From an optimization exercise on the open Yosys and OpenROAD flow, aimed at small area and a short achievable clock period; shortcuts taken in it are not production practice.
Where RTL was checked, it was by simulation tests only, not by an equivalence proof against the original.

== main ==
// pipelined_array_multiplier
module pipelined_array_multiplier (
    input  logic        clk_i,
    input  logic        clk_en_i,
    input  logic        rst_n_i,
    input  logic [31:0] multiplicand_i,
    input  logic [31:0] multiplier_i,
    input  logic        data_valid_i,
    output logic [63:0] product_o,
    output logic        data_valid_o
);
Settings: LEC_CHECK=0, CAP_MARGIN=20, CORE_MARGIN=2, CORE_UTILIZATION=40, SLEW_MARGIN=20, SYNTH_HIERARCHICAL=1, SYNTH_MINIMUM_KEEP_SIZE=0; clock period 11.0 ns.
standard.sh (not shown) runs the stock make flow with config.mk's settings and CLKGATE_MAP_FILE= SYNTH_SCRIPT=/design/flow/synth_recipe.tcl, a recipe that flattens the netlist after the stock synthesis.
==> flow/flow/run.sh <==
#!/bin/bash
# Layout flow: the standard ORFS flow (standard.sh) with the standard
# synthesis unchanged, plus
#  - after floorplan, combinational cells downsized to their smallest drive
#    strength (flow/downsize.tcl), so that area is only spent where timing
#    repair asks for it;
#  - optionally, timing repair also right after detailed placement
#    (flow/place_repair.tcl);
#  - optionally a chosen buffer cell for the port buffers.
# Settings are in flow/settings.sh. Each tool's output goes to a log here.
set -euo pipefail
cd "$(dirname "$0")/.."
W=$PWD
source flow/settings.sh
args=()
if [[ "$DOWNSIZE" != "none" ]]; then
  args+=("POST_FLOORPLAN_TCL=$W/flow/downsize.tcl" "DOWNSIZE_FAMILIES=$DOWNSIZE")
fi
args+=("SETUP_SLACK_MARGIN=$SETUP_MARGIN")
if [[ "${PLACE_REPAIR:-0}" == 1 ]]; then
  args+=("POST_DETAIL_PLACE_TCL=$W/flow/place_repair.tcl")
fi
if [[ -n "$PORT_BUFFER" ]]; then
  args+=("BUFFER_PORTS_ARGS=-buffer_cell $PORT_BUFFER")
fi
args+=($EXTRA)
bash standard.sh synth > flow_synth.log 2>&1
bash standard.sh "${args[@]}" finish > flow_layout.log 2>&1
==> flow/flow/settings.sh <==
SETUP_MARGIN=7.55
DOWNSIZE="all"
PORT_BUFFER=sky130_fd_sc_hd__buf_1
PLACE_REPAIR=0
EXTRA="CTS_CLUSTER_SIZE=30 CTS_CLUSTER_DIAMETER=100 CORE_UTILIZATION=55"
Other scripts of this flow, unchanged in this note and not shown: flow/flow/downsize.tcl, flow/flow/place_repair.tcl
main reached the end of the flow, and the finished layout is clean on the timing, design-rule and antenna checks.
What the feature branch does differently from main at the input level:
==> flow/flow/settings.sh <==
SETUP_MARGIN=7.55
DOWNSIZE="all"
PORT_BUFFER=sky130_fd_sc_hd__buf_2
PLACE_REPAIR=0
EXTRA="CTS_CLUSTER_SIZE=30 CTS_CLUSTER_DIAMETER=100 CORE_UTILIZATION=55"
==> summary.txt <==
- Comparing the two runs side by side, the feature branch comes out behind main on final worst hold slack.
- Status: fraction of the cycle the final worst path needs parity (the feature branch, main)
- Cell count: the feature branch vs main — no meaningful difference
- | fraction of layout cells with a size suffix above 1 | the feature branch vs main | 5.4 points higher |
- Number of buffer and inverter instances along the worst setup path in the feature branch is 1 above main.
- Looking at sequential share of layout area, the feature branch sits 0.26 points below main.
- Any difference in minimum setup slack in the final design between the feature branch and main is small enough to ignore.
- met5 as the highest metal layer with signal wires was reported by the feature branch, and met4 by main.
- Number of antenna violations at the first check in global routing: higher on main
- The timing-limited maximum frequency on main is in line with that on the feature branch.
- Total length of routed wires: the feature branch > main
No functional check of the RTL was part of any run of this note.

---

pipelined_array_multiplier, a different RTL version from the one above (not shown whole).
For scale: about 2,900 cells after synthesis, roughly 320 flip-flops, roughly 130 I/O pins.
Settings: LEC_CHECK=0, CAP_MARGIN=20, CORE_MARGIN=2, CORE_UTILIZATION=40, SLEW_MARGIN=20, SYNTH_HIERARCHICAL=1, SYNTH_MINIMUM_KEEP_SIZE=0; clock period 11.0 ns.
==> flow/flow/downsize.tcl <==
# Downsize combinational cells to the smallest drive strength of their
# family (same function and footprint). Timing repair later sizes the
# critical ones back up. Registers and clock cells are left alone.
# DOWNSIZE_FAMILIES: space-separated family names (e.g. a22oi), or "all".
set families [expr {[info exists ::env(DOWNSIZE_FAMILIES)] ? $::env(DOWNSIZE_FAMILIES) : "all"}]
set skip {^(dfxtp|dfxbp|dfrtp|dfrbp|dfstp|dfbbp|dfsbp|dfrtn|dfbbn|edfxtp|edfxbp|sdf.*|sedf.*|dl.*|clk.*|conb|tap.*|fill.*|decap.*|diode.*|probe.*|lpflow.*)$}
set smallest [dict create]
set count 0
foreach inst [get_cells *] {
  set ref [get_property $inst ref_name]
  if {![regexp {^sky130_fd_sc_hd__(.+)_(\d+)$} $ref -> fam drive]} { continue }
  if {[regexp $skip $fam]} { continue }
  if {$families ne "all" && [lsearch -exact $families $fam] < 0} { continue }
  if {![dict exists $smallest $fam]} {
    set best ""
    set best_area 1e9
    foreach lc [get_lib_cells sky130_fd_sc_hd__${fam}_*] {
      set name [get_property $lc name]
      if {![regexp "^sky130_fd_sc_hd__${fam}_\\d+\$" $name]} { continue }
      if {[get_property $lc dont_use]} { continue }
      set a [get_property $lc area]
      if {$a < $best_area} { set best $name; set best_area $a }
    }
    dict set smallest $fam $best
  }
  set to [dict get $smallest $fam]
  if {$to ne "" && $to ne $ref} {
    replace_cell $inst $to
    incr count
  }
}
puts "downsize: replaced $count cells"
==> flow/flow/place_repair.tcl <==
log_cmd estimate_parasitics -placement
repair_timing_helper -setup
detailed_placement
optimize_mirroring
log_cmd estimate_parasitics -placement
==> flow/flow/settings.sh <==
SETUP_MARGIN=7.55
DOWNSIZE="all"
PORT_BUFFER=sky130_fd_sc_hd__buf_2
PLACE_REPAIR=0
EXTRA="CTS_CLUSTER_SIZE=30 CTS_CLUSTER_DIAMETER=100 CORE_UTILIZATION=65"
Scripts as last shown in full above: flow/flow/run.sh
The starting point went through all stages and came out clean.
Then changed:
==> flow/flow/settings.sh (replaced) <==
SETUP_MARGIN=7.55
DOWNSIZE="all"
PORT_BUFFER=sky130_fd_sc_hd__buf_2
PLACE_REPAIR=0
EXTRA="CTS_CLUSTER_SIZE=30 CTS_CLUSTER_DIAMETER=100 CORE_UTILIZATION=55"
Result:
- routed wire length increases by a few percent
- first-iteration DRC count drops by roughly a tenth
- core utilization fell by 10 points
No run of this note included a check of the RTL's function; only the layout flow was run.

---

JK:
Another version of the RTL of pipelined_array_multiplier (not shown whole).
Size: ~2900 cells after synthesis, roughly 130 I/O pins.
export LEC_CHECK = 0
export CAP_MARGIN = 20
export CORE_MARGIN = 2
export CORE_UTILIZATION = 40
export SLEW_MARGIN = 20
export SYNTH_HIERARCHICAL = 1
export SYNTH_MINIMUM_KEEP_SIZE = 0
create_clock -name core_clock -period 11.0 [get_ports {clk_i}]
==> flow/flow/settings.sh <==
SETUP_MARGIN=7.6
DOWNSIZE="all"
PORT_BUFFER=sky130_fd_sc_hd__buf_2
PLACE_REPAIR=0
EXTRA="CTS_CLUSTER_SIZE=30 CTS_CLUSTER_DIAMETER=100 CORE_UTILIZATION=55"
Scripts as last shown in full above: flow/flow/run.sh, flow/flow/downsize.tcl, flow/flow/place_repair.tcl
diff inputs: JK => MS
==> flow/flow/settings.sh <==
SETUP_MARGIN=7.55
DOWNSIZE="all"
PORT_BUFFER=sky130_fd_sc_hd__buf_2
PLACE_REPAIR=0
EXTRA="CTS_CLUSTER_SIZE=30 CTS_CLUSTER_DIAMETER=100 CORE_UTILIZATION=55 TNS_END_PERCENT=0"
Total number of nets in the final design of JK is on par with MS. Diff JK -> MS: register share of the cell area +0.96 points; insertion delay of the later-clocked pin in the worst-skew pair ~0 delta; signed area change from the synthesized netlist to the final layout -3.9 points.
Changes in AL relative to MS:
==> flow/flow/settings.sh <==
SETUP_MARGIN=7.55
DOWNSIZE="all"
PORT_BUFFER=sky130_fd_sc_hd__buf_2
PLACE_REPAIR=0
EXTRA="CTS_CLUSTER_SIZE=30 CTS_CLUSTER_DIAMETER=100 CORE_UTILIZATION=60 PLACE_DENSITY=0.75"
Results
- Diff AL and MS: starting density of the core lower in MS
- Quantity of gates resized following cts was lower in MS than in AL.
- AL vs. MS: worst slew margin relative to its limit has increased, total of plain and repair buffers excluding clock buffers saw a decrease.
For TR, these inputs were changed with respect to AL:
--- a/flow/flow/run.sh
+++ b/flow/flow/run.sh
@@ -5,6 +5,4 @@
 #    strength (flow/downsize.tcl), so that area is only spent where timing
 #    repair asks for it;
-#  - optionally, timing repair also right after detailed placement
-#    (flow/place_repair.tcl);
 #  - optionally a chosen buffer cell for the port buffers.
 # Settings are in flow/settings.sh. Each tool's output goes to a log here.
@@ -18,7 +16,4 @@
 fi
 args+=("SETUP_SLACK_MARGIN=$SETUP_MARGIN")
-if [[ "${PLACE_REPAIR:-0}" == 1 ]]; then
-  args+=("POST_DETAIL_PLACE_TCL=$W/flow/place_repair.tcl")
-fi
 if [[ -n "$PORT_BUFFER" ]]; then
   args+=("BUFFER_PORTS_ARGS=-buffer_cell $PORT_BUFFER")
==> flow/flow/settings.sh <==
SETUP_MARGIN=7.35
DOWNSIZE="all"
PORT_BUFFER=sky130_fd_sc_hd__buf_2
EXTRA=""
removed: flow/flow/place_repair.tcl
### Flow results
TR vs. AL: fraction of area in multi-input gates has decreased; final setup slack of the worst path moved down.
Diff AL -> TR: wire length of the first global-routing pass up 5400 microns; wire length up about 3%.
Here is what was changed in the inputs of PW compared with TR.
--- a/flow/flow/run.sh
+++ b/flow/flow/run.sh
@@ -5,4 +5,6 @@
 #    strength (flow/downsize.tcl), so that area is only spent where timing
 #    repair asks for it;
+#  - optionally, timing repair also right after detailed placement
+#    (flow/place_repair.tcl);
 #  - optionally a chosen buffer cell for the port buffers.
 # Settings are in flow/settings.sh. Each tool's output goes to a log here.
@@ -16,4 +18,7 @@
 fi
 args+=("SETUP_SLACK_MARGIN=$SETUP_MARGIN")
+if [[ "${PLACE_REPAIR:-0}" == 1 ]]; then
+  args+=("POST_DETAIL_PLACE_TCL=$W/flow/place_repair.tcl")
+fi
 if [[ -n "$PORT_BUFFER" ]]; then
   args+=("BUFFER_PORTS_ARGS=-buffer_cell $PORT_BUFFER")
==> flow/flow/place_repair.tcl (new file) <==
log_cmd estimate_parasitics -placement
repair_timing_helper -setup
detailed_placement
optimize_mirroring
log_cmd estimate_parasitics -placement
==> flow/flow/settings.sh <==
SETUP_MARGIN=7.55
DOWNSIZE="all"
PORT_BUFFER=sky130_fd_sc_hd__buf_2
PLACE_REPAIR=0
EXTRA="CTS_CLUSTER_SIZE=30 CTS_CLUSTER_DIAMETER=100 CORE_UTILIZATION=55 GPL_ROUTABILITY_DRIVEN=0"
- PW ends up with lower clock-cell share of area than TR does.
- Total clock buffers created by CTS in PW vs TR: down 22
- [PW vs TR] detailed-route wire length on metal 1: lower in PW
- Compare TR and PW | total of plain and repair buffers excluding clock buffers lower: TR
- Comparing TR and PW, the lower fmax is on TR.
- Between TR and PW, global-route wire length before repair decreased.

## afterwards: timing with drivers on the ports
The flow's constraints put no driver on any port. The routed layouts listed below were extracted and timed again, unchanged, in two steps. Step 1: set_driving_cell puts a clkbuf_16 on clk_i and a buf_2 on each other input, an assumption about the parent block. Step 2 also shifts input and output timing later by t, the mid clock arrival at the registers, as if the neighbouring blocks saw the same clock. a / b / c = no drivers / after step 1 / after step 2; a / b = the first two.
run	t, ns	slack for setup (ns)	latest minus earliest clock arrival (ns)
main	0.685	7.533 / 7.494 / 7.056	0.033 / 0.033
the feature branch	0.669	7.534 / 7.501 / 7.054	0.045 / 0.045
the first run of note 2	0.626	7.523 / 7.518 / 7.059	0.036 / 0.036
the second run of note 2	0.637	7.545 / 7.487 / 7.028	0.024 / 0.025
JK	0.630	7.580 / 7.568 / 7.176	0.060 / 0.060
MS	0.633	7.408 / 7.408 / 6.954	0.023 / 0.023
AL	0.631	7.523 / 7.517 / 6.998	0.047 / 0.047
TR	0.653	7.347 / 7.347 / 6.870	0.037 / 0.037
PW	0.633	7.531 / 7.527 / 7.132	0.046 / 0.046
After both steps every run listed still meets setup and hold. For AL, which loses most, drivers alone change the setup slack by -0.006 ns; drivers and shift together by -0.525 ns.
